Background: an optimization exercise with open tools, aiming at a short achievable clock period and few clock cycles. Do not read the settings as production practice. No functional check of the RTL was part of any run shown here. Power figures rest on the tool's default switching activity, not on a simulated workload.

===== flow/run.sh =====
#!/bin/bash
# synth_recipe.tcl (not shown) runs the flow's synth.tcl, then flattens the netlist and writes it again
# the make line also repeats each setting of config.mk as NAME=value (left out here)
make -C /OpenROAD-flow-scripts/flow DESIGN_CONFIG=/design/flow/config.mk WORK_HOME=/design/flow/orfs CLKGATE_MAP_FILE= SYNTH_SCRIPT=/design/flow/synth_recipe.tcl finish

===== flow/config.mk =====
export PLATFORM = sky130hd
export DESIGN_NAME = proc
export DESIGN_NICKNAME = proc
export VERILOG_FILES = /design/flow/design.v
export SDC_FILE = /design/flow/constraint.sdc
export NUM_CORES = 4
export LEC_CHECK = 0
export ABC_CLOCK_PERIOD_IN_PS = 2500
export CAP_MARGIN = 20
export CORE_MARGIN = 2
export CORE_UTILIZATION = 40
export SETUP_SLACK_MARGIN = 5.0
export SLEW_MARGIN = 20
export SYNTH_HIERARCHICAL = 1
export TNS_END_PERCENT = 100

===== flow/design.v =====
module dff (q, d, clk, rst);
    output         q;
    input          d;
    input          clk;
    input          rst;
    reg            state;
    assign q = state;
    always @(posedge clk) begin
      state <= rst? 1'b0 : d;
    end
endmodule
module not1 (in1,out);
input in1;
output out;
assign out = ~in1;
endmodule
module nand2 (in1,in2,out);
input in1,in2;
output out;
assign out = ~(in1 & in2);
endmodule
module mux2_1(InA,InB,S,Out);
   input InA,InB,S;
   output Out;
   wire   a1,a2,n1;
   not1 n5(S,n1);
   nand2 n4(InA,n1,a1);
   nand2 n2(InB,S,a2);
   nand2 n3(a1,a2,Out);
endmodule
module register (q, d, clk, rst, we);
   parameter WIDTHreg = 16;
   input [WIDTHreg-1:0] d;
   input               clk, rst, we;
   output [WIDTHreg-1:0] q;
   wire [WIDTHreg-1:0]   enabledIn;
   mux2_1 mux[WIDTHreg-1:0] (.InA (q), .InB(d), .S({WIDTHreg{we}}), .Out(enabledIn));
   dff file[WIDTHreg-1:0] (.q(q), .d(enabledIn), .clk({WIDTHreg{clk}}), .rst({WIDTHreg{rst}}));
endmodule
module rf (
           read1data, read2data, err,
           clk, rst, read1regsel, read2regsel, writeregsel, writedata, write
           );
   parameter WIDTH = 16;
   input clk, rst;
   input [2:0] read1regsel;
   input [2:0] read2regsel;
   input [2:0] writeregsel;
   input [(WIDTH-1):0] writedata;
   input        write;
   output [(WIDTH-1):0] read1data;
   output [(WIDTH-1):0] read2data;
   output        err;
   wire [(WIDTH-1):0] readData0, readData1, readData2, readData3, readData4, readData5, readData6, readData7;
   wire [(WIDTH-1):0] writeData0, writeData1, writeData2, writeData3, writeData4, writeData5, writeData6, writeData7;
   reg [(WIDTH-1):0] outData1, outData2;
   assign read1data = outData1;
   assign read2data = outData2; 
   register my_regs0 (.d(writeData0), .q(readData0), .clk(clk), .rst(rst), .we(1'b1));
   register my_regs1 (.d(writeData1), .q(readData1), .clk(clk), .rst(rst), .we(1'b1));
   register my_regs2 (.d(writeData2), .q(readData2), .clk(clk), .rst(rst), .we(1'b1));
   register my_regs3 (.d(writeData3), .q(readData3), .clk(clk), .rst(rst), .we(1'b1));
   register my_regs4 (.d(writeData4), .q(readData4), .clk(clk), .rst(rst), .we(1'b1));
   register my_regs5 (.d(writeData5), .q(readData5), .clk(clk), .rst(rst), .we(1'b1));
   register my_regs6 (.d(writeData6), .q(readData6), .clk(clk), .rst(rst), .we(1'b1));
   register my_regs7 (.d(writeData7), .q(readData7), .clk(clk), .rst(rst), .we(1'b1));
   assign writeData0 = (write & (writeregsel == 3'b000)) ? writedata : readData0;
   assign writeData1 = (write & (writeregsel == 3'b001)) ? writedata : readData1;
   assign writeData2 = (write & (writeregsel == 3'b010)) ? writedata : readData2;
   assign writeData3 = (write & (writeregsel == 3'b011)) ? writedata : readData3;
   assign writeData4 = (write & (writeregsel == 3'b100)) ? writedata : readData4;
   assign writeData5 = (write & (writeregsel == 3'b101)) ? writedata : readData5;
   assign writeData6 = (write & (writeregsel == 3'b110)) ? writedata : readData6;
   assign writeData7 = (write & (writeregsel == 3'b111)) ? writedata : readData7; 
   always @ (read1regsel, readData0, readData1, readData2, readData3, readData4, readData5,
             readData6, readData7) begin
     case (read1regsel)
       3'b000: outData1 = readData0;
       3'b001: outData1 = readData1; 
       3'b010: outData1 = readData2;  	   
       3'b011: outData1 = readData3; 
       3'b100: outData1 = readData4;  
       3'b101: outData1 = readData5;
       3'b110: outData1 = readData6;
       3'b111: outData1 = readData7;
     endcase  
   end
   always @ (read2regsel, readData0, readData1, readData2, readData3, readData4, readData5,
             readData6, readData7) begin
     case (read2regsel)
       3'b000: outData2 = readData0;
       3'b001: outData2 = readData1; 
       3'b010: outData2 = readData2;  	   
       3'b011: outData2 = readData3; 
       3'b100: outData2 = readData4;  
       3'b101: outData2 = readData5;
       3'b110: outData2 = readData6;
       3'b111: outData2 = readData7;
     endcase  
   end
endmodule
module add1(
            A,
            B,
            CI,
            Sum,
            P,
            G
            );
   input A, B, CI;
   output Sum, G, P;
   assign Sum = A ^ B ^ CI;
   assign G   = A & B;
   assign P   = A | B;
endmodule  
module cla_logic(
                 CI,
                 P,
                 G,
                 C,
                 Ggroup,
                 Pgroup);
   input CI;
   input [3:0] P, G;
   output [4:1] C;
   output       Ggroup, Pgroup;
   assign C[1] = G[0] | P[0] & CI;
   assign C[2] = G[1] | P[1] & C[1];
   assign C[3] = G[2] | P[2] & C[2];
   assign C[4] = G[3] | P[3] & C[3];
   assign Ggroup = G[3] | P[3]&G[2] | P[3]&P[2]&G[1] | P[3]&P[2]&P[1]&G[0];
   assign Pgroup = P[3]&P[2]&P[1]&P[0];
endmodule  
module add4(
            A,                   
            B,                   
            CI,                  
            Sum,                 
            CO,                  
            Pgroup,              
            Ggroup               
            );
   input [3:0] A, B;
   input       CI;
   output [3:0] Sum;
   output       CO, Ggroup, Pgroup;
   wire [3:0]   G, P;
   wire [4:1]   C;
   add1 a0(A[0], B[0],   CI, Sum[0], P[0], G[0]);
   add1 a1(A[1], B[1], C[1], Sum[1], P[1], G[1]);
   add1 a2(A[2], B[2], C[2], Sum[2], P[2], G[2]);
   add1 a3(A[3], B[3], C[3], Sum[3], P[3], G[3]);   
   cla_logic clo (CI, P, G, C, Ggroup, Pgroup);
   assign CO = C[4];
endmodule  
module add16(
            A,                   
            B,                   
            CI,                  
            Sum,                 
            CO,                  
            Ggroup,              
            Pgroup               
            );
   input [15:0] A, B;
   input       CI;
   output [15:0] Sum;
   output       CO, Ggroup, Pgroup;
   wire [3:0]   G, P;
   wire [4:1]   C;
   wire [3:0]   COX;              
   add4 a0 (A[3:0],   B[3:0],     CI, Sum[3:0],   COX[0], P[0], G[0]);
   add4 a1 (A[7:4],   B[7:4],   C[1], Sum[7:4],   COX[1], P[1], G[1]);
   add4 a2 (A[11:8],  B[11:8],  C[2], Sum[11:8],  COX[2], P[2], G[2]);
   add4 a3 (A[15:12], B[15:12], C[3], Sum[15:12], COX[3], P[3], G[3]);   
   cla_logic clo (CI, P, G, C, Ggroup, Pgroup);
   assign CO = C[4];
endmodule  
module mux16_2_1(
                 in1,            
                 in2,            
                 s,              
                 out             
                 );
   input [15:0] in1, in2;
   input        s;
   output [15:0] out;
   assign out = s ? in2 : in1;
endmodule  
module shift1(
              in,                
              op,                
              out
              );
   input [15:0] in;
   input [1:0]  op;
   output reg [15:0] out;
   parameter OP_ROL = 0;             
   parameter OP_SLL = 1;             
   parameter OP_ROR = 2;             
   parameter OP_ASR = 3;             
   always @(*) begin
      case (op)
        OP_ROL: begin
           out[15:1] = in[14:0];
           out[0]    = in[15];
        end
        OP_SLL: begin
           out[15:1] = in[14:0];
           out[0]    = 0;
        end
        OP_ROR: begin
           out[14:0] = in[15:1];
           out[15]   = in[0];
        end
        OP_ASR: begin
           out[14:0] = in[15:1];
           out[15]   = in[15];
        end        
      endcase  
   end
endmodule  
module shift2(
              in,                
              op,                
              out
              );
   input [15:0] in;
   input [1:0]  op;
   output reg [15:0] out;
   parameter OP_ROL = 0;             
   parameter OP_SLL = 1;             
   parameter OP_ROR = 2;             
   parameter OP_ASR = 3;             
   always @(*) begin
      case (op)
        OP_ROL: begin
           out[15:2] = in[13:0];
           out[1:0]  = in[15:14];
        end
        OP_SLL: begin
           out[15:2] = in[13:0];
           out[1:0]  = 0;
        end
        OP_ROR: begin
           out[13:0]  = in[15:2];
           out[15:14] = in[1:0];
        end
        OP_ASR: begin
           out[13:0] = in[15:2];
           out[15]   = in[15];
           out[14]   = in[15];
        end        
      endcase  
   end
endmodule  
module shift4(
              in,                
              op,                
              out
              );
   input [15:0] in;
   input [1:0]  op;
   output reg [15:0] out;
   parameter OP_ROL = 0;             
   parameter OP_SLL = 1;             
   parameter OP_ROR = 2;             
   parameter OP_ASR = 3;             
   always @(*) begin
      case (op)
        OP_ROL: begin
           out[15:4] = in[11:0];
           out[3:0]  = in[15:12];
        end
        OP_SLL: begin
           out[15:4] = in[11:0];
           out[3:0]  = 0;
        end
        OP_ROR: begin
           out[11:0]  = in[15:4];
           out[15:12] = in[3:0];
        end
        OP_ASR: begin
           out[11:0] = in[15:4];
           out[15]   = in[15];
           out[14]   = in[15];
           out[13]   = in[15];
           out[12]   = in[15];
        end        
      endcase  
   end
endmodule  
module shift8(
              in,                
              op,                
              out
              );
   input [15:0] in;
   input [1:0]  op;
   output reg [15:0] out;
   parameter OP_ROL = 0;             
   parameter OP_SLL = 1;             
   parameter OP_ROR = 2;             
   parameter OP_ASR = 3;             
   always @(*) begin
      case (op)
        OP_ROL: begin
           out[15:8] = in[7:0];
           out[7:0]  = in[15:8];
        end
        OP_SLL: begin
           out[15:8] = in[7:0];
           out[7:0]  = 0;
        end
        OP_ROR: begin
           out[7:0]  = in[15:8];
           out[15:8] = in[7:0];
        end
        OP_ASR: begin
           out[7:0] = in[15:8];
           out[15]   = in[15];
           out[14]   = in[15];
           out[13]   = in[15];
           out[12]   = in[15];
           out[11]   = in[15];
           out[10]   = in[15];
           out[9]    = in[15];
           out[8]    = in[15];                                 
        end        
      endcase  
   end
endmodule  
module shift16(
               In,               
               Cnt,              
               Op,               
               Out               
               );
   input [15:0] In;
   input [3:0]  Cnt;
   input [1:0]  Op;
   output [15:0] Out;
   wire [15:0] l3, sl3,          
               l2, sl2,          
               l1, sl1,          
               l0, sl0;          
   shift8 s8 (l3, Op, sl3);
   shift4 s4 (l2, Op, sl2);
   shift2 s2 (l1, Op, sl1);
   shift1 s1 (l0, Op, sl0);
   assign l3 = In;
   mux16_2_1 m3 (l3, sl3, Cnt[3], l2);
   mux16_2_1 m2 (l2, sl2, Cnt[2], l1);
   mux16_2_1 m1 (l1, sl1, Cnt[1], l0);
   mux16_2_1 m0 (l0, sl0, Cnt[0], Out);   
endmodule  
module btr_calc(Rs, Rd);
input[15:0] Rs;
output[15:0] Rd;
assign Rd[15] = Rs[0];
assign Rd[14] = Rs[1];
assign Rd[13] = Rs[2];
assign Rd[12] = Rs[3];
assign Rd[11] = Rs[4];
assign Rd[10] = Rs[5];
assign Rd[9] = Rs[6];
assign Rd[8] = Rs[7];
assign Rd[7] = Rs[8];
assign Rd[6] = Rs[9];
assign Rd[5] = Rs[10];
assign Rd[4] = Rs[11];
assign Rd[3] = Rs[12];
assign Rd[2] = Rs[13];
assign Rd[1] = Rs[14];
assign Rd[0] = Rs[15];
endmodule
module ALU (
            A,                   
            B,                   
            Op,                  
            sign,                
            Out,                 
            OFL,                 
            Zero                 
            );
   input [15:0] A, B;
   input [4:0]  Op;
   input        sign;
   output reg [15:0] Out;
   output            OFL, Zero;
   parameter ADD   = 0;
   parameter SUB   = 1;
   parameter OR    = 2;
   parameter AND   = 3;
   parameter ROL   = 4;
   parameter SLL   = 5;
   parameter ROR   = 6;
   parameter SRA   = 7;
   parameter ST    = 8;
   parameter LD    = 9;
   parameter STU   = 10;
   parameter BTR   = 11;
   parameter SEQ   = 12;
   parameter SLT   = 13;
   parameter SLE   = 14;
   parameter SCO   = 15;
   parameter BEQZ  = 16;
   parameter BNEZ  = 17;
   parameter BLTZ  = 18;
   parameter LBI   = 19;
   parameter SLBI  = 20;
   parameter JINST = 21;
   parameter JAL   = 22;
   parameter JR    = 23;
   parameter JALR  = 24;
   parameter RET   = 25;
   parameter SIIC  = 26;
   parameter RTI   = 27;
   parameter NOP   = 28;
   parameter HALT  = 29;
   wire signed [15:0] opA;
   wire signed [15:0] opB;
   wire [15:0]        shifter_Out;
   reg [1:0]          shifter_op;
   wire [15:0]        add_Sum;
   wire               add_CO, add_P, add_G;
   wire [15:0]        btr_rd;              
   wire               OFL_signed, OFL_unsigned;
   shift16 shifter (opA, opB[3:0], shifter_op, shifter_Out); 
   add16   adder   (.A(opA),
                    .B(opB),
                    .CI(Cin),
                    .Sum(add_Sum), 
                    .CO(add_CO), 
                    .Ggroup(add_G),
                    .Pgroup(add_P));
   btr_calc btr(.Rs(opA), .Rd(btr_rd));
   wire               sub = (Op == SUB);
   assign opA = sub ? B     : A;
   assign opB = sub ? ~A    : B;
   assign Cin = sub ? 1'b1  : 1'b0;
   assign OFL_signed = ( opA[15] &  opB[15] & ~add_Sum[15]) |   
                       (~opA[15] & ~opB[15] &  add_Sum[15]);    
   assign OFL_unsigned = add_CO;
   assign OFL = sign ? OFL_signed : OFL_unsigned;
   assign Zero = (opA == 16'h0000) ? 1'b1 : 1'b0;		 
   always @ (Op, add_Sum, add_CO, shifter_Out, opA, opB, btr_rd) begin
      shifter_op = 2'b00;
      case (Op)
        ADD   : Out = add_Sum;
        SUB   : Out = add_Sum;
        ROR   : begin
	   shifter_op = 2'b10;
	   Out = shifter_Out;
	end	
        SRA   : begin
	   shifter_op = 2'b11;
	   Out = shifter_Out;
	end
	ROL   : begin
	   shifter_op = 2'b00;
	   Out = shifter_Out;
	end
	SLL   : begin
	   shifter_op = 2'b01;
	   Out = shifter_Out;
	end
	OR    : Out = opA | opB;
        AND   : Out = opA & opB;
	LD    : Out = add_Sum;
	ST    : Out = add_Sum; 
	STU   : Out = add_Sum;
	BTR   : Out = btr_rd;
	SEQ   : Out = (opA == opB) ? 16'h0001 : 16'h0000;
	SLT   : Out = opA < opB;
	SLE   : Out = opA <= opB;
	BLTZ  : Out = (opA[15]) ? 16'hFFFF : 16'h0000;	 
	SCO   : Out = add_CO;
	LBI   : Out = opB;
	SLBI  : Out = {opA[7:0], 8'b0} | opB;
	JR    : Out = add_Sum;
	JALR  : Out = add_Sum;
	RET   : Out = opB;		 
	SIIC  : Out = 16'b0; 	 
        RTI   : Out = 16'b0;		 
	NOP   : Out = 16'b0;		 
	HALT  : Out = 16'b0;		 
        default:
          Out = 16'hbada;
      endcase
   end
endmodule  
module alu_op_decode (instr, alu_op);
input [15:0] instr;
output [4:0] alu_op;
parameter ADD   = 0;
parameter SUB   = 1;
parameter OR    = 2;
parameter AND   = 3;
parameter ROL   = 4;
parameter SLL   = 5;
parameter ROR   = 6;
parameter SRA   = 7;
parameter ST    = 8;
parameter LD    = 9;
parameter STU   = 10;
parameter BTR   = 11;
parameter SEQ   = 12;
parameter SLT   = 13;
parameter SLE   = 14;
parameter SCO   = 15;
parameter BEQZ  = 16;
parameter BNEZ  = 17;
parameter BLTZ  = 18;
parameter LBI   = 19;
parameter SLBI  = 20;
parameter JINST = 21;
parameter JAL   = 22;
parameter JR    = 23;
parameter JALR  = 24;
parameter RET   = 25;
parameter SIIC  = 26;
parameter RTI   = 27;
parameter NOP   = 28;
parameter HALT  = 29;
reg [4:0] op;
wire [6:0] instr_op;
assign instr_op = {instr[15:11], instr[1:0]};
assign alu_op = op;
always @ (*) begin
	casex (instr_op)
	7'b1101100 : op = ADD;
	7'b1101101 : op = SUB;
	7'b1101110 : op = OR;
	7'b1101111 : op = AND;
	7'b1101000 : op = ROL;
	7'b1101001 : op = SLL;
	7'b1101010 : op = ROR;
	7'b1101011 : op = SRA;
	7'b00000xx : op = HALT;
	7'b00001xx : op = NOP;
	7'b01000xx : op = ADD;
	7'b01001xx : op = SUB;
	7'b01010xx : op = OR;
	7'b01011xx : op = AND;
	7'b10100xx : op = ROL;
	7'b10101xx : op = SLL;
	7'b10110xx : op = ROR;
	7'b10111xx : op = SRA;
	7'b10000xx : op = ST;
	7'b10001xx : op = LD;
	7'b10011xx : op = STU;
	7'b11001xx : op = BTR;
	7'b11100xx : op = SEQ;
	7'b11101xx : op = SLT;
	7'b11110xx : op = SLE;
	7'b11111xx : op = SCO;
	7'b01100xx : op = BEQZ;
	7'b01101xx : op = BNEZ;
	7'b01111xx : op = BLTZ;
	7'b11000xx : op = LBI;
	7'b10010xx : op = SLBI;
	7'b00100xx : op = JINST;
	7'b00101xx : op = JR;
	7'b00110xx : op = JAL;
	7'b00111xx : op = JALR;
	7'b01110xx : op = RET;
	7'b00010xx : op = SIIC;
	7'b00011xx : op = RTI;
	default	  : op = 5'b11111;
	endcase
end
endmodule
module alu_operand_decode (instr, rsVal, rtVal, opA, opB);
   input [15:0] instr;
   input [15:0] rsVal;
   input [15:0] rtVal;
   output [15:0] opA;
   output [15:0] opB;
   reg [15:0]    opBVal;
   wire [6:0]    op;
   assign opA = rsVal;
   assign opB = opBVal;
   assign op = {instr[15:11], instr[1:0]};
   always @ (*) begin
      casex (op)
	7'b1101100 :  
	  opBVal = rtVal;
	7'b1101101 :  
	  opBVal = rtVal;
	7'b1101110 :  
	  opBVal = rtVal;
	7'b1101111 :  
	  opBVal = rtVal;
	7'b1101000 :  
	  opBVal = rtVal;
	7'b1101001 :  
	  opBVal = rtVal;
	7'b1101010 :  
	  opBVal = rtVal;
	7'b1101011 :  
	  opBVal = rtVal;
	7'b00000xx :  
	  opBVal = 16'b0;	 
	7'b00001xx :  
	  opBVal = 16'b0;	 
	7'b01000xx :  
	  opBVal = {{11{instr[4]}}, instr[4:0]};  
	7'b01001xx :  
	  opBVal = {{11{instr[4]}}, instr[4:0]};  
	7'b01010xx :  
	  opBVal = {11'b0, instr[4:0]};		 
	7'b01011xx :  
	  opBVal = {11'b0, instr[4:0]};		 
	7'b10100xx :  
	  opBVal = {11'b0, instr[4:0]};		 
	7'b10101xx :  
	  opBVal = {11'b0, instr[4:0]};		 
	7'b10110xx :  
	  opBVal = {11'b0, instr[4:0]};		 
	7'b10111xx :  
	  opBVal = {11'b0, instr[4:0]};		 
	7'b10000xx :  
	  opBVal = {{11{instr[4]}}, instr[4:0]};  
	7'b10001xx :  
	  opBVal = {{11{instr[4]}}, instr[4:0]};  
	7'b10011xx :  
	  opBVal = {{11{instr[4]}}, instr[4:0]};  
	7'b11001xx :  
	  opBVal = 16'b1;	 
	7'b11100xx :  
	  opBVal = rtVal;
	7'b11101xx :  
	  opBVal = rtVal;
	7'b11110xx :  
	  opBVal = rtVal;
	7'b11111xx :  
	  opBVal = rtVal;
	7'b01100xx :  
	  opBVal = {{8{instr[7]}}, instr[7:0]};		 
	7'b01101xx :  
	  opBVal = {{8{instr[7]}}, instr[7:0]};		 
	7'b01111xx :  
	  opBVal = {{8{instr[7]}}, instr[7:0]};		 
	7'b11000xx :  
	  opBVal = {{8{instr[7]}}, instr[7:0]};		 
	7'b10010xx :  
	  opBVal = {8'b0, instr[7:0]};					 
	7'b00100xx :  
	  opBVal = {{5{instr[10]}}, instr[10:0]};	 
	7'b00101xx :  
	  opBVal = {{8{instr[7]}}, instr[7:0]};		 
	7'b00110xx :  
	  opBVal = {{5{instr[10]}}, instr [10:0]};  
	7'b00111xx :  
	  opBVal = {{8{instr[7]}}, instr[7:0]};		 
	7'b01110xx :  
	  opBVal = rtVal;
	7'b00010xx :  
	  opBVal = 16'b0;   
	7'b00011xx :  
	  opBVal = 16'b0;   
	default	  : opBVal = 16'b1;	
      endcase
   end
endmodule
module alu_destination_decode (instr, rd, we_reg);
   input [15:0] instr;
   output reg [2:0] rd;
   output reg       we_reg;
   wire [2:0]       rd_imm, rd_reg, rd_ld_imm;
   assign rd_imm = instr[7:5];
   assign rd_reg = instr[4:2];
   assign rd_ld_imm = instr[10:8];
   wire [6:0]       op;
   assign op = {instr[15:11], instr[1:0]};
   always @ (*) begin
      casex (op)
	7'b1101100 : begin  
	   rd = rd_reg;
	   we_reg = 1'b1;
	end
	7'b1101101 : begin  
	   rd = rd_reg;
	   we_reg = 1'b1;
	end
	7'b1101110 : begin  
	   rd = rd_reg;
	   we_reg = 1'b1;
	end
	7'b1101111 : begin 
	   rd = rd_reg;
	   we_reg = 1'b1;
	end
	7'b1101000 : begin  
	   rd = rd_reg;
	   we_reg = 1'b1;
	end
	7'b1101001 : begin  
	   rd = rd_reg;
	   we_reg = 1'b1;
        end
	7'b1101010 : begin  
	   rd = rd_reg;
	   we_reg = 1'b1;
	end
	7'b1101011 : begin 
	   rd = rd_reg;
	   we_reg = 1'b1;
        end
	7'b11100xx : begin  
	   rd = rd_reg;
	   we_reg = 1'b1;
        end
	7'b11101xx : begin 
	   rd = rd_reg;
	   we_reg = 1'b1;
        end
	7'b11110xx : begin 
	   rd = rd_reg;
           we_reg = 1'b1;
	end
	7'b11111xx : begin  
	   rd = rd_reg;
	   we_reg = 1'b1;
        end
	7'b11001xx : begin  
	   rd = rd_reg;
           we_reg = 1'b1;
	end
	7'b01000xx : begin  
	   rd = rd_imm;
	   we_reg = 1'b1;
        end
	7'b01001xx : begin 
	   rd = rd_imm;
           we_reg = 1'b1;
        end
	7'b01010xx : begin 
	   rd = rd_imm;
	   we_reg = 1'b1;
        end
	7'b01011xx : begin  
	   rd = rd_imm;
           we_reg = 1'b1;
        end
	7'b10100xx : begin  
	   rd = rd_imm;
           we_reg = 1'b1;
        end
	7'b10101xx : begin  
	   rd = rd_imm;
           we_reg = 1'b1;
        end
	7'b10110xx : begin  
	   rd = rd_imm;
           we_reg = 1'b1;
	end
	7'b10111xx : begin  
	   rd = rd_imm;
 	   we_reg = 1'b1;
        end
	7'b10001xx : begin  
	   rd = rd_imm;
	   we_reg = 1'b1;
        end
	7'b11000xx : begin  
	   rd = rd_ld_imm;
	   we_reg = 1'b1;
	end
	7'b10010xx : begin 
	   rd = rd_ld_imm;
	   we_reg = 1'b1;
	end
	7'b00110xx : begin  
	   rd = 3'd7;
	   we_reg = 1'b1;
	end
	7'b00111xx : begin  
	   rd = 3'd7;
	   we_reg = 1'b1;
	end
  	7'b10011xx : begin  
	   rd = rd_ld_imm;
	   we_reg = 1'b1;
	end
	7'b10000xx : begin  
           rd = 3'd0;
           we_reg = 1'b0;
        end
	7'b01100xx : begin  
           rd = 3'd0;
	   we_reg = 1'b0;
        end
	7'b01101xx : begin  
           rd = 3'd0;
	   we_reg = 1'b0;
        end
	7'b01111xx : begin  
           rd = 3'd0;
	   we_reg = 1'b0;
        end
	7'b00100xx : begin  
           rd = 3'd0;
	   we_reg = 1'b0;
        end
	7'b00101xx : begin  
           rd = 3'd0;
	   we_reg = 1'b0;
        end
	7'b01110xx : begin  
           rd = 3'd0;
	   we_reg = 1'b0;
        end
	7'b00010xx : begin  
           rd = 3'd0;
	   we_reg = 1'b0;
        end
	7'b00011xx : begin  
           rd = 3'd0;
	   we_reg = 1'b0;
        end
	7'b00000xx : begin  
           rd = 3'd0;
	   we_reg = 1'b0;
        end
	7'b00001xx : begin  
           rd = 3'd0;
	   we_reg = 1'b0;
        end
	default	  : begin
           rd = 3'd0;
           we_reg = 1'b0;
        end
      endcase
   end
endmodule
module branch_logic (op, zero, top_alu, bt);
   input [4:0] op;
   input       zero;
   input       top_alu;
   output reg  bt;
   parameter BEQZ = 5'b01100;
   parameter BNEZ = 5'b01101;
   parameter BLTZ = 5'b01111;
   parameter JUMP = 5'b00100;
   parameter JR   = 5'b00101;
   parameter JAL  = 5'b00110;
   parameter JALR = 5'b00111;
   parameter RET  = 5'b01110;
   always@(*) begin
      case (op)
	BEQZ : bt = (zero == 1'b1) ? 1'b1 : 1'b0;
	BNEZ : bt = (zero == 1'b1) ? 1'b0 : 1'b1;
	BLTZ : bt = (zero == 1'b0 && top_alu == 1'b1) ? 1'b1 : 1'b0;
        JUMP : bt = 1;
        JR   : bt = 1;
        JAL  : bt = 1;
        JALR : bt = 1;
        RET  : bt = 1;
        default : bt = 0;
      endcase
   end
endmodule
module brj_addr_calc (instr, next_pc, dest_addr);
   input [15:0] instr;
   input [15:0] next_pc;
   output [15:0] dest_addr;
   wire [4:0]    op;
   wire          co, G, P;
   reg [15:0]    sextVal;
   assign op = instr[15:11];
   add16 add (.A(sextVal), .B(next_pc), .CI(1'b0), .Sum(dest_addr), .CO(co), .Ggroup(G), .Pgroup (P));
   always @ (*) begin
      case (op)
	5'b01100 : begin   
	   sextVal = {{8{instr[7]}}, instr[7:0]};		
	end
	5'b01101 : begin   
	   sextVal = {{8{instr[7]}}, instr[7:0]}; 
	end
	5'b01111 : begin	 
	   sextVal = {{8{instr[7]}}, instr[7:0]};
	end
	5'b00100 : begin	 
	   sextVal = {{5{instr[10]}}, instr[10:0]};
	end
	5'b00110 : begin   
	   sextVal = {{5{instr[10]}}, instr[10:0]};
	end
	default :  begin
	   sextVal = 16'b0;
	end			
      endcase
   end
endmodule
module next_pc_addr (instr, pc_inc, alu_out, brj_dest, bt, stall, next_pc, pc);
   input [15:0] instr;
   input [15:0] pc_inc;
   input [15:0] pc;
   input [15:0] alu_out;
   input [15:0] brj_dest;
   input        bt;
   input        stall;
   output [15:0] next_pc;
   wire [4:0]        op;
   reg [15:0] br_pc;
   assign op = instr[15:11];
   assign next_pc = (stall & ~bt) ? pc : br_pc; 
   always @ (*) begin
         case (op)
	   5'b01100 : begin	 
	      br_pc = (bt == 1'b1) ? brj_dest : pc_inc;
	   end
	   5'b01101 : begin   
	      br_pc = (bt == 1'b1) ? brj_dest : pc_inc;
	   end
	   5'b01111 : begin   
	      br_pc = (bt == 1'b1) ? brj_dest : pc_inc;
	   end
	   5'b00100 : begin   
	      br_pc = brj_dest;	
	   end
	   5'b00101 : begin   
	      br_pc = alu_out;
	   end
	   5'b00110 : begin   
	      br_pc = brj_dest;
	   end
	   5'b00111 : begin   
	      br_pc = alu_out;
	   end
	   5'b01110 : begin   
	      br_pc = alu_out;
	   end
	   5'b00011 : begin   
	      br_pc = alu_out;
	   end
	   default : begin
	      br_pc = pc_inc;
	   end
         endcase  
   end
endmodule
module mem_decode_logic (instr, e_mem, wr_mem, halt);
   input [15:0] instr;
   output reg   halt;		 
   output reg   e_mem;
   output reg   wr_mem;
   wire [6:0]   op;
   assign op = {instr[15:11], instr[1:0]};
   always @ (*) begin
      casex (op)
	7'b10001xx : begin  
	   wr_mem = 1'b0;
	   e_mem = 1'b1;
	   halt = 1'b0;
        end
	7'b10011xx : begin 
	   wr_mem = 1'b1;
	   e_mem = 1'b1;
	   halt = 1'b0;
	end
	7'b10000xx : begin  
	   wr_mem = 1'b1;
           e_mem = 1'b1;
	   halt = 1'b0;
	end 
	7'b00000xx : begin  
	   wr_mem = 1'b0;
	   e_mem = 1'b0;
	   halt = 1'b1;
        end      
	default	  : begin
	   e_mem = 1'b0;
	   wr_mem = 1'b0;
	   halt = 1'b0;
        end
      endcase
   end
endmodule
module dest_data_decode (instr, next_pc, alu_out, mem_out, rdata);
   input [15:0] instr;
   input [15:0] next_pc;
   input [15:0] alu_out;
   input [15:0] mem_out;
   output reg [15:0] rdata;
   wire [6:0]        op; 
   assign op = {instr[15:11], instr[1:0]};
   always @ (*) begin
      casex (op)
	7'b1101100 :  
	  rdata = alu_out;
	7'b1101101 :  
	  rdata = alu_out;
	7'b1101110 :  
	  rdata = alu_out;
	7'b1101111 :  
	  rdata = alu_out;
	7'b1101000 :  
	  rdata = alu_out;
	7'b1101001 :  
	  rdata = alu_out;
	7'b1101010 :  
	  rdata = alu_out;
	7'b1101011 :  
	  rdata = alu_out;
	7'b11100xx :  
	  rdata = alu_out;
	7'b11101xx :  
	  rdata = alu_out;
	7'b11110xx :  
	  rdata = alu_out;
	7'b11111xx :  
	  rdata = alu_out;
	7'b11001xx :  
	  rdata = alu_out;
	7'b01000xx :  
	  rdata = alu_out;
	7'b01001xx :  
	  rdata = alu_out;
	7'b01010xx :  
	  rdata = alu_out;
	7'b01011xx :  
	  rdata = alu_out;
	7'b10100xx :  
	  rdata = alu_out;
	7'b10101xx :  
	  rdata = alu_out;
	7'b10110xx :  
	  rdata = alu_out;
	7'b10111xx :  
	  rdata = alu_out;
	7'b10001xx :  
	  rdata = mem_out;
	7'b11000xx :  
	  rdata = alu_out;
	7'b10010xx :  
	  rdata = alu_out;
	7'b00110xx :  
	  rdata = next_pc;
	7'b00111xx :  
	  rdata = next_pc;
	7'b10011xx :  
	  rdata = alu_out;   
	default	  : rdata = 16'b0;
      endcase
   end
endmodule
module proc(
	    clk,
	    rst,
	    imem_rdata,
	    dmem_rdata,
	    imem_addr,
	    dmem_addr,
	    dmem_wdata,
	    dmem_en,
	    dmem_wr,
	    halt
	    );
   input clk;
   input rst;
   input [15:0] imem_rdata;
   input [15:0] dmem_rdata;
   output [15:0] imem_addr;
   output [15:0] dmem_addr;
   output [15:0] dmem_wdata;
   output        dmem_en;
   output        dmem_wr;
   output        halt;
   localparam OP_HALT = 5'b00000, OP_J = 5'b00100, OP_JR = 5'b00101, OP_JAL = 5'b00110,
              OP_JALR = 5'b00111, OP_ADDI = 5'b01000, OP_SUBI = 5'b01001, OP_ORI = 5'b01010,
              OP_ANDI = 5'b01011, OP_BEQZ = 5'b01100, OP_BNEZ = 5'b01101, OP_RET = 5'b01110,
              OP_BLTZ = 5'b01111, OP_ST = 5'b10000, OP_LD = 5'b10001, OP_SLBI = 5'b10010,
              OP_STU = 5'b10011, OP_LBI = 5'b11000, OP_BTR = 5'b11001, OP_SHR = 5'b11010,
              OP_ALR = 5'b11011, OP_SEQ = 5'b11100, OP_SLT = 5'b11101, OP_SLE = 5'b11110,
              OP_SCO = 5'b11111;
   reg [15:0] pc;
   reg [15:0] ras;            
   reg        ras_v;
   reg        d_v;
   reg [2:0]  d_rs, d_rt, d_dst;
   reg [7:0]  d_i8;
   reg [15:0] d_imm, d_pc2, d_tgt;
   reg        d_pt;           
   reg        d_wr, d_rrr, d_agu, d_ret, d_jr, d_ld, d_st, d_stu, d_lbi, d_slbi, d_call, d_halt;
   reg        d_beqz, d_bnez, d_bltz;
   reg        d_sum, d_sub, d_or, d_and, d_shl, d_shr, d_rot, d_btr, d_seq, d_slt, d_sle, d_sco;
   reg        x_wr, x_ld, x_en, x_we, x_halt, x_beqz, x_bnez, x_bltz, x_pt, x_ev;
   reg [2:0]  x_dst;
   reg [15:0] x_A, x_B, x_S, x_addr, x_early, x_ebyp, x_pc2, x_tgt;
   reg        x_sub;
   reg        x_s_sum, x_s_or, x_s_and, x_s_shl, x_s_shr, x_s_btr, x_s_seq, x_s_slt, x_s_sle,
              x_s_sco, x_s_slbi, x_s_early, x_rot;
   reg [15:0] rf [0:7];
   reg [15:0] d_rfa, d_rft;   
   reg        d_rfa_z;        
   reg        x_zk, x_zv, x_nk, x_nv;  
   reg        fa_x, ft_x, fa_w, ft_w, f7_x;  
   reg        w_wr;           
   reg [2:0]  w_dst;
   reg [15:0] w_res;
   wire        stall, x_redir, d_redir;
   wire        d_go = d_v & ~stall & ~x_redir;
   wire        d_bres, d_bmis, d_jrr;
   wire [15:0] d_btgt;
   wire [15:0] x_rtgt, agu, x_res;
   wire [15:0] fi = imem_rdata;
   wire [4:0]  fop = fi[15:11];
   wire [15:0] pc2 = pc + 16'd2;
   wire [15:0] f_tt;          
   wire [8:0]  lo8;
   wire [11:0] lo11;
   wire [7:0]  h8p, h8m;
   wire [4:0]  h5p, h5m;
   wisc_addlo8  a8  (.a(pc2[7:0]),  .b(fi[7:0]),  .s(lo8));
   wisc_addlo11 a11 (.a(pc2[10:0]), .b(fi[10:0]), .s(lo11));
   wisc_incdec8 i8  (.a(pc2[15:8]),  .p(h8p), .m(h8m));
   wisc_incdec5 i5  (.a(pc2[15:11]), .p(h5p), .m(h5m));
   wisc_tsel tsel (.fi(fi), .lo8(lo8), .lo11(lo11), .h8(pc2[15:8]), .h8p(h8p), .h8m(h8m),
                   .h5(pc2[15:11]), .h5p(h5p), .h5m(h5m), .tgt(f_tt));
   wire        f_isj    = (fop == OP_J) | (fop == OP_JAL);
   wire        f_isbr   = (fop == OP_BEQZ) | (fop == OP_BNEZ) | (fop == OP_BLTZ);
   wire        f_isret  = (fop == OP_RET);
   wire        f_iscall = (fop == OP_JAL) | (fop == OP_JALR);
   wire        f_brt    = f_isbr & (fi[7] | (fop == OP_BNEZ));
   wire        f_take   = f_isj | f_brt;
   wire [15:0] f_seq    = (f_isret & ras_v) ? ras : pc2;
   wire        s_x = x_redir;
   wire        s_d = d_v & ~stall & ~x_redir & d_jrr;
   wire        s_b = d_v & ~stall & ~x_redir & d_bmis;
   wire        s_h = stall & ~x_redir;
   wire        s_n = ~x_redir & ~d_redir & ~stall;
   wire [15:0] pc_rest = ({16{s_x}} & x_rtgt) | ({16{s_b}} & d_btgt) | ({16{s_h}} & pc) |
                         ({16{s_n & ~f_take}} & f_seq);
   wire [15:0] pc_next;
   wisc_ao3 pcmux (.s1(s_n & f_take), .a(f_tt), .s2(s_d), .b(agu), .s3(~(s_n & f_take) & ~s_d), .c(pc_rest),
                   .y(pc_next));
   always @(posedge clk) begin
      if (rst)
        pc <= 16'd0;
      else
        pc <= pc_next;
   end
   always @(posedge clk) begin
      if (rst)
        ras_v <= 1'b0;
      else if (f_iscall) begin
         ras_v <= 1'b1;
         ras <= pc2;
      end
   end
   assign imem_addr = pc;
   wire f_alr  = (fop == OP_ALR);
   wire f_rfmt = (fop == OP_BTR) | (fop == OP_SHR) | f_alr | (fop[4:2] == 3'b111);
   wire f_ifmt = (fop[4:2] == 3'b010) | (fop[4:2] == 3'b101) | (fop == OP_LD);
   wire f_sfmt = (fop == OP_LBI) | (fop == OP_SLBI) | (fop == OP_STU);
   wire [2:0] f_dst = f_iscall ? 3'd7 : f_sfmt ? fi[10:8] : f_ifmt ? fi[7:5] : fi[4:2];
   wire f_shi  = (fop[4:2] == 3'b101);
   wire f_shr_r = (fop == OP_SHR);
   wire [1:0] f_shop = f_shr_r ? fi[1:0] : fop[1:0];
   reg  [15:0] f_imm;
   always @(*) begin
      case (fop)
        OP_ADDI, OP_SUBI, OP_ST, OP_LD, OP_STU: f_imm = {{11{fi[4]}}, fi[4:0]};
        OP_LBI, OP_JR, OP_JALR:                 f_imm = {{8{fi[7]}}, fi[7:0]};
        OP_SLBI:                                f_imm = {8'd0, fi[7:0]};
        default:                                f_imm = {11'd0, fi[4:0]};
      endcase
   end
   wire [2:0] n_rs = stall ? d_rs : fi[10:8];
   wire [2:0] n_rt = stall ? d_rt : fi[7:5];
   wire       n_xw = d_go & d_wr;
   always @(posedge clk) begin
      d_rfa <= rf[n_rs];
      d_rfa_z <= (rf[n_rs] == 16'd0);
      d_rft <= rf[n_rt];
      fa_x <= n_xw & (d_dst == n_rs);
      ft_x <= n_xw & (d_dst == n_rt);
      f7_x <= n_xw & (d_dst == 3'd7);
      fa_w <= x_wr & (x_dst == n_rs);
      ft_w <= x_wr & (x_dst == n_rt);
   end
   always @(posedge clk) begin
      if (rst | x_redir | d_redir)
        d_v <= 1'b0;
      else if (!stall)
        d_v <= 1'b1;
      if (!stall) begin
         d_rs   <= fi[10:8];
         d_rt   <= fi[7:5];
         d_i8   <= fi[7:0];
         d_dst  <= f_dst;
         d_imm  <= f_imm;
         d_pc2  <= pc2;
         d_tgt  <= f_isret ? ras : f_tt;
         d_pt   <= f_isret ? ras_v : f_brt;
         d_wr   <= f_rfmt | f_ifmt | f_sfmt | f_iscall;
         d_rrr  <= f_shr_r | f_alr | (fop[4:2] == 3'b111);
         d_agu  <= (fop == OP_LD) | (fop == OP_ST) | (fop == OP_STU) | (fop == OP_JR) | (fop == OP_JALR);
         d_ret  <= f_isret;
         d_jr   <= (fop == OP_JR) | (fop == OP_JALR);
         d_ld   <= (fop == OP_LD);
         d_st   <= (fop == OP_ST) | (fop == OP_STU);
         d_stu  <= (fop == OP_STU);
         d_lbi  <= (fop == OP_LBI);
         d_slbi <= (fop == OP_SLBI);
         d_call <= f_iscall;
         d_halt <= (fop == OP_HALT);
         d_beqz <= (fop == OP_BEQZ);
         d_bnez <= (fop == OP_BNEZ);
         d_bltz <= (fop == OP_BLTZ);
         d_sub  <= (fop == OP_SUBI) | (f_alr & (fi[1:0] == 2'b01));
         d_sum  <= (fop == OP_ADDI) | (fop == OP_SUBI) | (f_alr & ~fi[1]);
         d_or   <= (fop == OP_ORI) | (f_alr & (fi[1:0] == 2'b10));
         d_and  <= (fop == OP_ANDI) | (f_alr & (fi[1:0] == 2'b11));
         d_shl  <= (f_shi | f_shr_r) & ~f_shop[1];
         d_shr  <= (f_shi | f_shr_r) & f_shop[1];
         d_rot  <= ~f_shop[0];
         d_btr  <= (fop == OP_BTR);
         d_seq  <= (fop == OP_SEQ);
         d_slt  <= (fop == OP_SLT);
         d_sle  <= (fop == OP_SLE);
         d_sco  <= (fop == OP_SCO);
      end
   end
   wire        a_fx = fa_x;
   wire        t_fx = ft_x;
   wire [15:0] a_rf = fa_w ? w_res : d_rfa;
   wire [15:0] t_rf = ft_w ? w_res : d_rft;
   wire [15:0] a_val, t_val, b_val;
   wisc_mux16 amux (.s(a_fx), .a(x_res), .b(a_rf), .y(a_val));
   wisc_mux16 tmux (.s(t_fx), .a(x_res), .b(t_rf), .y(t_val));
   wire        b_fx = d_rrr & t_fx;
   wire [15:0] b_oth = d_rrr ? t_rf : d_imm;
   wisc_mux16 bmux (.s(b_fx), .a(x_res), .b(b_oth), .y(b_val));
   wire [15:0] base = a_fx ? x_ebyp : a_rf;
   wire        base_ok = ~a_fx | x_ev;
   wire [15:0] sum_b;
   wire [8:0]  ab_lo;
   wire [7:0]  ab_hp, ab_hm;
   wisc_addlo8  ab8 (.a(base[7:0]), .b(d_imm[7:0]), .s(ab_lo));
   wisc_incdec8 abi (.a(base[15:8]), .p(ab_hp), .m(ab_hm));
   wisc_hsel8   abs (.c(ab_lo[8]), .sg(d_imm[15]), .h(base[15:8]), .hp(ab_hp), .hm(ab_hm), .y(sum_b[15:8]));
   assign sum_b[7:0] = ab_lo[7:0];
   wire        r7_fx = f7_x;
   wire [15:0] r7 = r7_fx ? x_ebyp : rf[7];
   wire        r7_ok = ~r7_fx | x_ev;
   assign agu = d_ret ? r7 : sum_b;
   assign stall = d_v & ((d_agu & ~base_ok) | (d_ret & ~r7_ok));
   wire ret_hit = d_pt & (r7 == d_tgt);
   wire [15:0] t_e  = t_fx ? x_ebyp : t_rf;
   wire        t_ok = ~t_fx | x_ev;
   wire [15:0] ez_b = d_rrr ? t_e : d_imm;
   wire [15:0] ez_a = base ^ {16{d_sub}};
   wire [15:0] ez_p = ez_b ^ ez_a;
   wire [15:0] ez_o = ez_b | ez_a;
   wire        ez_add = (ez_p == {ez_o[14:0], d_sub});
   wire        ez_eq  = (base == t_e);
   wire        ez_ult = (base[14:0] < t_e[14:0]);
   wire        ez_lt  = (base[15] & ~t_e[15]) | (~(base[15] ^ t_e[15]) & ez_ult);
   wire        ez_cmp = (d_seq & ez_eq) | (d_slt & ez_lt) | (d_sle & (ez_lt | ez_eq));
   wire        d_cmp  = d_seq | d_slt | d_sle;
   always @(posedge clk) begin
      if (rst | ~d_go) begin
         x_wr <= 1'b0; x_ld <= 1'b0; x_en <= 1'b0; x_we <= 1'b0; x_halt <= 1'b0;
         x_beqz <= 1'b0; x_bnez <= 1'b0; x_bltz <= 1'b0;
      end else begin
         x_wr <= d_wr; x_ld <= d_ld; x_en <= d_ld | d_st; x_we <= d_st; x_halt <= d_halt;
         x_beqz <= d_beqz & ~d_bres; x_bnez <= d_bnez & ~d_bres; x_bltz <= d_bltz & ~d_bres;
      end
      x_dst <= d_dst;
      x_A <= a_val;
      x_B <= b_val;
      x_S <= t_val;
      x_addr <= sum_b;
      x_early <= d_stu ? sum_b : d_call ? d_pc2 : d_imm;
      x_ebyp <= d_stu ? sum_b : d_call ? d_pc2 : d_lbi ? d_imm : {base[7:0], d_i8};
      x_ev <= d_stu | d_call | d_lbi | (d_slbi & base_ok);
      x_zk <= d_call | d_lbi | ((d_slbi | (d_cmp & t_ok) | (d_sum & (~d_rrr | t_ok))) & base_ok);
      x_zv <= d_call ? (d_pc2 == 16'd0) : d_lbi ? (d_imm == 16'd0) : d_slbi ? ({base[7:0], d_i8} == 16'd0) :
              d_sum ? ez_add : ~ez_cmp;
      x_nk <= d_call | d_lbi | (d_slbi & base_ok) | d_cmp;
      x_nv <= d_call ? d_pc2[15] : d_lbi ? d_imm[15] : d_slbi & base[7];
      x_pc2 <= d_pc2;
      x_tgt <= d_tgt;
      x_pt <= d_pt;
      x_sub <= d_sub;
      x_s_sum <= d_sum; x_s_or <= d_or; x_s_and <= d_and;
      x_s_shl <= d_shl; x_s_shr <= d_shr; x_rot <= d_rot;
      x_s_btr <= d_btr; x_s_seq <= d_seq; x_s_slt <= d_slt; x_s_sle <= d_sle;
      x_s_sco <= d_sco; x_s_slbi <= d_slbi; x_s_early <= d_stu | d_call | d_lbi;
   end
   wire [15:0] ax = x_A ^ {16{x_sub}};
   wire [8:0]  xs_lo, xs_h0, xs_h1;
   wisc_addc8 xal (.a(x_B[7:0]),  .b(ax[7:0]),  .ci(x_sub), .s(xs_lo));
   wisc_addc8 xh0 (.a(x_B[15:8]), .b(ax[15:8]), .ci(1'b0),  .s(xs_h0));
   wisc_addc8 xh1 (.a(x_B[15:8]), .b(ax[15:8]), .ci(1'b1),  .s(xs_h1));
   wire [8:0]  xs_hi;
   wisc_mux9  xhs (.s(xs_lo[8]), .a(xs_h1), .b(xs_h0), .y(xs_hi));
   wire [15:0] sum = {xs_hi[7:0], xs_lo[7:0]};
   wire        c16 = xs_hi[8];
   wire        ult = (x_A[14:0] < x_B[14:0]);
   wire        eq  = (x_A == x_B);
   wire        slt = (x_A[15] & ~x_B[15]) | (~(x_A[15] ^ x_B[15]) & ult);
   wire [3:0]  n = x_B[3:0];
   wire [15:0] l0 = n[0] ? {x_A[14:0], x_rot ? x_A[15]    : 1'b0}  : x_A;
   wire [15:0] l1 = n[1] ? {l0[13:0],  x_rot ? l0[15:14]  : 2'b0}  : l0;
   wire [15:0] l2 = n[2] ? {l1[11:0],  x_rot ? l1[15:12]  : 4'b0}  : l1;
   wire [15:0] l3 = n[3] ? {l2[7:0],   x_rot ? l2[15:8]   : 8'b0}  : l2;
   wire        sg = x_A[15];
   wire [15:0] r0 = n[0] ? {x_rot ? x_A[0]   : sg,       x_A[15:1]} : x_A;
   wire [15:0] r1 = n[1] ? {x_rot ? r0[1:0]  : {2{sg}},  r0[15:2]}  : r0;
   wire [15:0] r2 = n[2] ? {x_rot ? r1[3:0]  : {4{sg}},  r1[15:4]}  : r1;
   wire [15:0] r3 = n[3] ? {x_rot ? r2[7:0]  : {8{sg}},  r2[15:8]}  : r2;
   wire [15:0] btr;
   genvar gi;
   generate for (gi = 0; gi < 16; gi = gi + 1) begin : g_btr
      assign btr[gi] = x_A[15-gi];
   end endgenerate
   wire [15:0] x_oth = ({16{x_s_or}} & (x_A | x_B)) | ({16{x_s_and}} & (x_A & x_B)) |
                  ({16{x_s_shl}} & l3) | ({16{x_s_shr}} & r3) | ({16{x_s_btr}} & btr) |
                  ({16{x_s_slbi}} & {x_A[7:0], x_B[7:0]}) |
                  ({16{x_s_early}} & x_early) | ({16{x_ld}} & dmem_rdata) |
                  {15'd0, (x_s_seq & eq) | (x_s_slt & slt) | (x_s_sle & (slt | eq))};
   wisc_fin xfin (.s(x_s_sum), .a(sum), .sc(x_s_sco), .c(c16), .o(x_oth), .y(x_res));
   wire a_zero = (x_A == 16'd0);
   wire taken  = (x_beqz & a_zero) | (x_bnez & ~a_zero) | (x_bltz & x_A[15]);
   assign x_redir = (x_beqz | x_bnez | x_bltz) & (taken ^ x_pt);
   assign x_rtgt = taken ? x_tgt : x_pc2;
   always @(posedge clk) begin
      if (x_wr)
        rf[x_dst] <= x_res;
   end
   always @(posedge clk) begin
      if (rst)
        w_wr <= 1'b0;
      else
        w_wr <= x_wr;
      w_dst <= x_dst;
      w_res <= x_res;
   end
   wire        d_zero = a_fx ? x_zv : fa_w ? (w_res == 16'd0) : d_rfa_z;
   wire        d_neg  = a_fx ? x_nv : fa_w ? w_res[15] : d_rfa[15];
   wire        d_rok  = ~a_fx | (d_bltz ? x_nk : x_zk);
   wire        d_isbr = d_beqz | d_bnez | d_bltz;
   wire        d_tk   = (d_beqz & d_zero) | (d_bnez & ~d_zero) | (d_bltz & d_neg);
   assign d_bres = d_isbr & d_rok;
   assign d_bmis = d_bres & (d_tk ^ d_pt);
   assign d_btgt = d_tk ? d_tgt : d_pc2;
   assign d_jrr  = d_jr | (d_ret & ~ret_hit);
   assign d_redir = d_v & ~stall & ~x_redir & (d_jrr | d_bmis);
   assign dmem_addr = x_addr;
   assign dmem_wdata = x_S;
   assign dmem_en = x_en;
   assign dmem_wr = x_we;
   assign halt = x_halt;
endmodule
module wisc_mux16 (s, a, b, y);
   input        s;
   input [15:0] a, b;
   output [15:0] y;
   assign y = s ? a : b;
endmodule
module wisc_addlo8 (a, b, s);
   input [7:0] a, b;
   output [8:0] s;
   assign s = {1'b0, a} + {1'b0, b};
endmodule
module wisc_addlo11 (a, b, s);
   input [10:0] a, b;
   output [11:0] s;
   assign s = {1'b0, a} + {1'b0, b};
endmodule
module wisc_incdec8 (a, p, m);
   input [7:0] a;
   output [7:0] p, m;
   assign p = a + 1'b1;
   assign m = a - 1'b1;
endmodule
module wisc_incdec5 (a, p, m);
   input [4:0] a;
   output [4:0] p, m;
   assign p = a + 1'b1;
   assign m = a - 1'b1;
endmodule
module wisc_tsel (fi, lo8, lo11, h8, h8p, h8m, h5, h5p, h5m, tgt);
   input [15:0] fi;
   input [8:0]  lo8;
   input [11:0] lo11;
   input [7:0]  h8, h8p, h8m;
   input [4:0]  h5, h5p, h5m;
   output [15:0] tgt;
   wire        isj = (fi[15:13] == 3'b001) & ~fi[11];
   wire [15:0] t8  = {(lo8[8] & ~fi[7]) ? h8p : (~lo8[8] & fi[7]) ? h8m : h8, lo8[7:0]};
   wire [15:0] t11 = {(lo11[11] & ~fi[10]) ? h5p : (~lo11[11] & fi[10]) ? h5m : h5, lo11[10:0]};
   assign tgt = isj ? t11 : t8;
endmodule
module wisc_ao3 (s1, a, s2, b, s3, c, y);
   input        s1, s2, s3;
   input [15:0] a, b, c;
   output [15:0] y;
   assign y = ({16{s1}} & a) | ({16{s2}} & b) | ({16{s3}} & c);
endmodule
module wisc_hsel8 (c, sg, h, hp, hm, y);
   input       c, sg;
   input [7:0] h, hp, hm;
   output [7:0] y;
   assign y = (c & ~sg) ? hp : (~c & sg) ? hm : h;
endmodule
module wisc_addc8 (a, b, ci, s);
   input [7:0] a, b;
   input       ci;
   output [8:0] s;
   assign s = {1'b0, a} + {1'b0, b} + {8'd0, ci};
endmodule
module wisc_mux9 (s, a, b, y);
   input       s;
   input [8:0] a, b;
   output [8:0] y;
   assign y = s ? a : b;
endmodule
module wisc_fin (s, a, sc, c, o, y);
   input        s, sc, c;
   input [15:0] a, o;
   output [15:0] y;
   assign y = ({16{s}} & a) | {15'd0, sc & c} | o;
endmodule

===== flow/constraint.sdc =====
create_clock -name core_clock -period 8.0 [get_ports {clk}]
set_input_delay 1.6000 -clock core_clock [delete_from_list [all_inputs] [get_ports {clk}]]
set_output_delay 1.6000 -clock core_clock [all_outputs]
set_load 0.01 [all_outputs]

==> run notes, run 1 <==
status complete, no violations; GP Congestion 0.956; dpl cell area 30600 µm²; worst hold path class flip-flop to flip-flop; residual DRC count 0; largest net degree at the start of global routing 68; Post-synth EDFFs 219; Worst setup EP type flip-flop; Synth Area in Adders 6.44%; top_reg_cell synth dfxtp_1; switching pwr 2.71 mW; Worst path most repeated cell mux2i_4; WS Path Type flip-flop to flip-flop; setup violators final 0; synth unique cells 95; CTS Buffer Depth 3; vias per cell 6.12; total of max-cap violations 0; Cells after Synth 2910; DIE AREA 74200 µm²; clk root buf clkbuf_16; Vias 25000; final core occ 51.4%; Die Y-Extent 272 µm; max incr delay on CP 0.40 ns; Tightest Pin Transition 1.13 ns; Worst Skew 0.0453 ns; crit path DAT 3.90 ns; first-pass GRT wire length 159000 µm; Hold Buf Count CTS 0; vias in the first global route 24200; top cell type's share of synthesized area 22.8%; placed cells 3801; DRT iter0 DRCs 2673; PwrDens 224 nW/µm²; switch share 33.1%; mapped cell area 28800 µm²; CP Cell Sequence mux2_4 > mux2i_4 > inv_2 > ha_4 > fa_2 > a21oi_4 > nor2b_4 > a31oi_4 > o21ai_2 > buf_12 > buf_4 > mux2i_4 > nor2_1 > a21oi_1 > a222oi_1 > inv_1 > nor2b_1; Hold Violations, Final 0; Async SR Flop Fraction 0%; most common cell in the synthesized netlist nand2_1; Port Buffers 84; R2R Setup Slk 4.58 ns; fill cell count 6242; Compound-Gate Fraction of Synth Area 14.5%; Area growth, synth to finish 27.2%; Synth Net Count 3087; total CTS buffers 50; Clk pwr share 30.5%; CP Launch Type flip-flop; Period minus WS final 3.42 ns; multiplexer share of the synthesized area 15.8%; Seq/Total Area, Yosys 38.9%; Clock Latency Late Sink 0.60 ns; Routed WL 110000 µm; leakage power 14.7 nW; H-Tree Depth 2; Max transition margin 24.5%; Die Width 272 µm; Crit path buffers/inverters 4; Crit path required time 8.48 ns; RSZ-0062 raised after global routing yes; Commonest cells post-synth 323 x nand2_1, 232 x dfxtp_1, 219 x edfxtp_1, 181 x mux2i_1, 156 x nor2_1; Pre-antenna DRT Iters 8; Final HPWL DP 70700 µm; post-synthesis register bit count 451; Initial Util 40.4%; final std cells w/o fill 4086; initial antenna violation count 2; area share of xor/xnor cells in the synthesized design 4.72%; CTS tree built; Row Count 98; Simple-Gate Fraction of Synth Area 14.7%; Int Pwr 5.49 mW; ratio of final minimum period to clock period 42.7%; WL per Instance 26.8 µm; fin. max-slew vios 0; highest clock rate 0.293 GHz; Crit Path Max Fanout 8; top cells by area, synth edfxtp_1 23%, dfxtp_1 16%, mux2i_1 6.3%; Mapped Avg Cell Area 9.90 µm²; Core Area 71400 µm²; Crit path max-delay family compound AO/OA/AOI/OAI gates; design area 36700 µm²; I/O pins 85; Synth warnings 7; Setup Total Neg Slack 0 ns; layout cells sized above 1 28.4%; area leader, netlist edfxtp_1; Reg power frac 36.0%; nets 3270; IR drop worst, VDD 0.000151 V; gr ovfl total 0; Tot GR Track Use 28.4%; Worst path slowest cell dfxtp_4; Worst-path clk slew 0.06 ns; ANT nets after route 0; largest family of logic cells by synthesized area multiplexers; combinational power share 33.5%; CTS Sinks 451
## layout by cell type (no fill, tap or decap), types with 35 or more instances in the layout
master         netlist  layout
a22oi_1             35      35
and2_1              41      41
inv_1               93      86
edfxtp_1           219     219
mux2i_1            181     158
dfxtp_1            232     195
nor2_1             156     138
nand2b_1            46      44
mux2_2             127      95
buf_12               6      38
buf_4                6     155
xor2_1              63      51
nand2_1            323     314
nand3_1            118     113
dlygate4sd2_1        0      50
clkbuf_16            0      61
mux2_4              43      78
xnor2_1             89      81
nor2b_1             64      56
o21ai_0            117      85
a21oi_1            125     111
nor3_1              45      39
ha_1               134     106
## layer usage
metal / GRT usage, % / wire, µm / vias up
met2: 46.0 / 50500 / 1303
li1: - / - / 11000
met1: 38.3 / 45100 / 12500
met5: 0 / 13 / -
met3: 3.89 / 8930 / 260
met4: 11.6 / 5000 / 2
## modules after synthesis, one instance, submodules excluded, excerpt
module       cell area (µm²)  times used
proc                   23800           1
wisc_addlo8              315           2
wisc_ao3                 248           1
wisc_hsel8               277           1
wisc_mux16               249           3
wisc_mux9                146           1
## flip-flops by register name, indices dropped and copies added, names as in the netlist, 16 cells and up
| signal | cells |
|---|---|
| x_A | 16 |
| w_res | 16 |
| x_addr | 16 |
| d_rft | 16 |
| x_B | 16 |
| x_S | 16 |
| d_tgt | 16 |
| d_pc2 | 16 |
| x_ebyp | 16 |
| d_rfa | 16 |
| pc | 16 |
| rf | 128 |
| x_pc2 | 16 |
| x_tgt | 16 |
| ras | 16 |
## power groups by stage
stage / sequential [mW] / combinational, mW / clock [mW]
after floorplan: 2.87 / 1.46 / 0
after global placement: 2.96 / 2.07 / 0
after detailed placement: 2.97 / 2.10 / 0
after CTS: 2.93 / 2.50 / 2.51
after global routing: 2.96 / 2.91 / 2.60
final: 2.95 / 2.75 / 2.50
## path summary, 6_finish.rpt
path / startpoint / end / cells after the start
hold / removal: d_and / x_s_and / 0
setup / recovery: fa_w / pc[12] / 17
setup reg to reg: fa_w / pc[12] / 17
hold reg to reg: d_and / x_s_and / 0
## cell type report
cell class | instances | area, µm² | share of cell area [%]
multi-input combinational | 2160 | 18300 | 50.0
sequential | 451 | 11300 | 30.9
timing repair buffer | 329 | 3620 | 9.88
clock buffer | 69 | 1530 | 4.16
tap | 950 | 1190 | 3.24
inverter | 100 | 399 | 1.09
clock inverter | 24 | 275 | 0.751
timing repair inverter | 1 | 7.51 | 0.0205
antenna | 2 | 5.00 | 0.0137
## per-stage QoR
stage	setup slack [ns]	hold slack, ns	power (mW)
after floorplan	4.31	0.323	4.33
after global placement	2.92	0.332	5.03
after detailed placement	2.81	0.328	5.07
after CTS	4.62	0.334	7.94
after global routing	4.46	0.339	8.47
final	4.58	0.335	8.20
## worst reg2reg max path: cells and delay by family (launching register included)
family,cells,cell delay [ns]
AOI/OAI and AO/OA,5,0.81
muxes,3,0.76
adders and majority gates,2,0.54
buffers and inverters,4,0.48
DFF,1,0.40
and+or+nand+nor,3,0.30
## cells by family after synthesis
kind of cell / after synthesis
multiplexers: 387
XOR/XNOR: 153
adder cells (fa/ha/maj): 143
flip-flops: 451
AO/OA/AOI/OAI: 592
buffers and inverters: 301
other: 2
AND/OR/NAND/NOR: 881
## what timing repair did
action / CTS / global route
endpoints found under the setup margin: 399 / 197
setup buffers: 127 / 42
gates resized for setup: 452 / 190
pin swaps: 63 / 54
gates cloned: 19 / 2
==> run 2: changes to the inputs <==
--- a/flow/config.mk
+++ b/flow/config.mk
@@ -10,3 +10,4 @@
 export CORE_MARGIN = 2
-export CORE_UTILIZATION = 40
+export CORE_UTILIZATION = 55
+export PLACE_DENSITY = 0.8
 export SETUP_SLACK_MARGIN = 5.0
==> run notes, run 2 <==
worst hold path class flip-flop to flip-flop (unchanged); Synth warnings 7 (unchanged); setup violators final 0 (unchanged); Clk pwr share 29.2% (was 30.5%); post-synthesis register bit count 451 (unchanged); area leader, netlist edfxtp_1 (unchanged); largest net degree at the start of global routing 68 (unchanged); mapped cell area 28800 µm² (unchanged); fin. max-slew vios 0 (unchanged); max reg flops 128 (unchanged); total power 7.94 mW (was 8.20 mW); Area growth, synth to finish 23.6% (was 27.2%); Worst-path clk slew 0.06 ns (about the same); total CTS buffers 46 (was 50); R2R Setup Slk 4.43 ns (was 4.58 ns); most frequent cells in the layout 311 x nand2_1, 219 x edfxtp_1, 197 x dfxtp_1 (was 314 x nand2_1, 219 x edfxtp_1, 195 x dfxtp_1); layout cells sized above 1 27.4% (was 28.4%); R2R Path Start pc[2] (was fa_w); switching pwr 2.67 mW (was 2.71 mW); worst setup path endpoint pc[10] (was pc[12]); Mapped Avg Cell Area 9.90 µm² (unchanged); PwrDens 223 nW/µm² (was 224 nW/µm²); Crit Path Max Fanout 8 (unchanged); nets 3262 (was 3270); R2R depth 16 (was 17); GP Congestion 0.984 (was 0.956); fill cell count 3546 (was 6242); Core Area 51500 µm² (was 71400 µm²); Commonest cells post-synth 323 x nand2_1, 232 x dfxtp_1, 219 x edfxtp_1, 181 x mux2i_1, 156 x nor2_1 (unchanged); IR drop worst, VDD 0.000202 V (was 0.000151 V); DRT iter0 DRCs 4201 (was 2673); Reg power frac 37.2% (was 36.0%); CTS Sinks 451 (unchanged); Routed WL 106000 µm (was 110000 µm); CP Launch Type flip-flop (unchanged); Max transition margin 23.1% (was 24.5%); first-pass GRT wire length 152000 µm (was 159000 µm); top cells by area, synth edfxtp_1 23%, dfxtp_1 16%, mux2i_1 6.3% (unchanged); PnR worst setup slack 4.43 ns (was 4.58 ns); combinational power share 33.6% (was 33.5%); I/O pins 85 (unchanged); FF/Latch Area 11300 µm² (about the same); DIE AREA 54200 µm² (was 74200 µm²); vias per cell 6.84 (was 6.12); Clock Latency Late Sink 0.62 ns (was 0.60 ns); Place WS 2.56 ns (was 2.81 ns); most common cell after layout, fill and taps aside nand2_1 (unchanged); Worst path slowest cell xnor2_2 (was dfxtp_4); crit path DAT 4.05 ns (was 3.90 ns); Setup Total Neg Slack 0 ns (unchanged); design area 35600 µm² (was 36700 µm²); multi-input combinational cell area 18100 µm² (was 18300 µm²); RSZ-0062 raised after global routing yes (unchanged); final core occ 69.2% (was 51.4%); vias in the first global route 24700 (was 24200); Final HPWL DP 66000 µm (was 70700 µm); Synth Net Count 3087 (unchanged); Pre-antenna DRT Iters 8 (unchanged); status complete, no violations (unchanged); Die Y-Extent 233 µm (was 272 µm); gr ovfl total 0 (unchanged); synth unique cells 95 (unchanged); residual DRC count 0 (unchanged); Tot GR Track Use 37.2% (was 28.4%); r2r endpoint pc[10] (was pc[12]); min-delay src d_shr (was d_and); leakage power 14.5 nW (was 14.7 nW); Port Buffers 84 (unchanged); Worst Setup SP pc[2] (was fa_w); Cells after Synth 2910 (unchanged); Die Width 233 µm (was 272 µm); dpl cell area 30200 µm² (was 30600 µm²); Async SR Flop Fraction 0% (unchanged); Hold Violations, Final 0 (unchanged); Worst Skew 0.0415 ns (was 0.0453 ns); Post-synth EDFFs 219 (unchanged); Biggest register rf (unchanged); ratio of final minimum period to clock period 44.7% (was 42.7%); H-Tree Depth 2 (unchanged); top_reg_cell synth dfxtp_1 (unchanged); Hold Buf Count CTS 0 (unchanged); Seq/Total Area, Yosys 38.9% (unchanged); WS Path Type flip-flop to flip-flop (unchanged); ANT nets after route 0 (unchanged); highest clock rate 0.280 GHz (was 0.293 GHz); max incr delay on CP 0.47 ns (was 0.40 ns); total of max-cap violations 0 (unchanged); initial antenna violation count 4 (was 2); Int Pwr 5.27 mW (was 5.49 mW); Period minus WS final 3.57 ns (was 3.42 ns); CP Cell Sequence ha_4 > nand3_4 > buf_4 > xnor2_2 > ha_4 > a21oi_2 > nand2_1 > a31oi_4 > o21ai_4 > buf_12 > buf_4 > mux2_4 > o21ai_2 > a222oi_1 > inv_1 > nor2b_1 (was mux2_4 > mux2i_4 > inv_2 > ha_4 > fa_2 > a21oi_4 > nor2b_4 > a31oi_4 > o21ai_2 > buf_12 > buf_4 > mux2i_4 > nor2_1 > a21oi_1 > a222oi_1 > inv_1 > nor2b_1); Initial Util 55.9% (was 40.4%); Worst setup EP type flip-flop (unchanged); most common cell in the synthesized netlist nand2_1 (unchanged); Crit path required time 8.47 ns (was 8.48 ns); WL per Instance 27.9 µm (was 26.8 µm); switch share 33.6% (was 33.1%); Tightest Pin Transition 1.15 ns (was 1.13 ns); Row Count 83 (was 98); CTS tree built (unchanged); clk root buf clkbuf_16 (unchanged); CTS Buffer Depth 3 (unchanged); Vias 26000 (was 25000); top cell type's share of synthesized area 22.8% (unchanged)
run 2: cell counts after synthesis:
Identical to the previous run, type by type.
run 2: cells by family (layout without fill, tap and decap cells):
| group | count (synthesis) | count (layout) | synth area share, % |
|---|---|---|---|
| multiplexers | 387 | 391 | 15.8 |
| adder cells (fa/ha/maj) | 143 | 143 | 6.44 |
| buffers and inverters | 301 | 508 | 4.86 |
| flip-flops | 451 | 451 | 38.9 |
| other | 2 | 3 | 0.0261 |
| AND/OR/NAND/NOR | 881 | 882 | 14.7 |
| AO/OA/AOI/OAI | 592 | 592 | 14.5 |
| XOR/XNOR | 153 | 154 | 4.72 |
run 2: final cells by class:
type,instances,area share (%)
diodes,1,0.00703
clock buffers,68,3.93
clock inverters,18,0.601
inverters,100,1.16
multi-input cells,2164,50.9
flip-flops and latches,451,31.8
well taps,680,2.39
repair buffers,322,9.29
run 2: per-stage QoR:
| step | hold slack, ns | std cells |
|---|---|---|
| 2_1_floorplan | 0.323 | 2910 |
| 3_3_place_gp | 0.329 | 3527 |
| 3_5_place_dp | 0.335 | 3527 |
| 4_1_cts | 0.344 | 3725 |
| 5_1_grt | 0.355 | 3803 |
| 6_report | 0.342 | 3804 |
run 2: worst min-delay path by stage:
| stage | endpoint | slack, ns | cells after the start |
|---|---|---|---|
| after detailed placement | x_s_shl | 0.33 | 0 |
| after global routing | x_s_shr | 0.36 | 0 |
| after floorplan | x_rot | 0.32 | 0 |
| final | x_s_shr | 0.34 | 0 |
| after CTS | x_s_shr | 0.34 | 0 |
| after global placement | x_s_shr | 0.33 | 0 |
run 2: per-module statistics from Yosys (local to each module, per instance), excerpt:
| module | times used | cells | flops+latches | cell area, µm² |
|---|---|---|---|---|
| wisc_addlo8 | 2 | 39 | 0 | 315 |
| proc | 1 | 2347 | 451 | 23800 |
| wisc_addc8 | 3 | 38 | 0 | 313 |
| wisc_mux16 | 3 | 18 | 0 | 249 |
| wisc_ao3 | 1 | 35 | 0 | 248 |
| wisc_addlo11 | 1 | 68 | 0 | 529 |
run 2: power groups by stage:
stage          clock network, mW  logic [mW]  registers, mW
6_report                    2.31        2.67           2.95
5_1_grt                     2.40        2.79           2.96
4_1_cts                     2.30        2.36           2.92
3_5_place_dp                   0        2.07           2.96
3_3_place_gp                   0        2.02           2.95
2_1_floorplan                  0        1.46           2.87
run 2: timing repair:
| action | 4_1_cts | 5_1_grt |
|---|---|---|
| endpoints found under the setup margin | 413 | 198 |
| gates resized for setup | 396 | 192 |
| setup buffers | 101 | 73 |
| pin swaps | 56 | 59 |
| gates cloned | 11 | 5 |
run 2: metal layers:
layer / part of all wire, % / track usage, %
met2: 44 / 58.9
met5: 0.023 / 0
met4: 7.3 / 19.9
met1: 37 / 48.6
met3: 11 / 6.46
run 2: critical path: cells and delay by family, from the launching register on:
family,cells,cell delay [ns]
xor gates and xnor gates,1,0.47
AOI/OAI and AO/OA,5,0.94
and+or+nand+nor,3,0.38
adders and majority gates,2,0.50
DFF,1,0.41
muxes,1,0.19
buffers and inverters,4,0.54

-- afterwards: timing with drivers on the ports --
Ports are ideal in the flow. The routed layouts listed here were re-timed in OpenROAD. Step 1, drivers: a clkbuf_16 drives clk and a buf_2 each remaining input, both assumed. Step 2 moves the port delays by t, midway between the first and last clock arrival at a register: inputs arrive t later, outputs are due t later. That takes back most of the time a late clock gives input paths. a / b / c = no drivers / after step 1 / after step 2; a / b = the first two.
run	t (ns)	setup slack, ns	hold slack, ns	slew at the worst register clock pin (ns)	worst data-port slew with drivers (ns)
run 1	0.643	4.582 / 4.582 / 3.977	0.335 / 0.335 / 0.335	0.07 / 0.07	0.07
run 2	0.659	4.425 / 4.425 / 3.830	0.342 / 0.342 / 0.342	0.07 / 0.07	0.07
After both steps setup and hold are still met in every run listed. For run 1, which loses most, drivers alone change the setup slack by 0.000 ns; drivers and shift together by -0.605 ns.
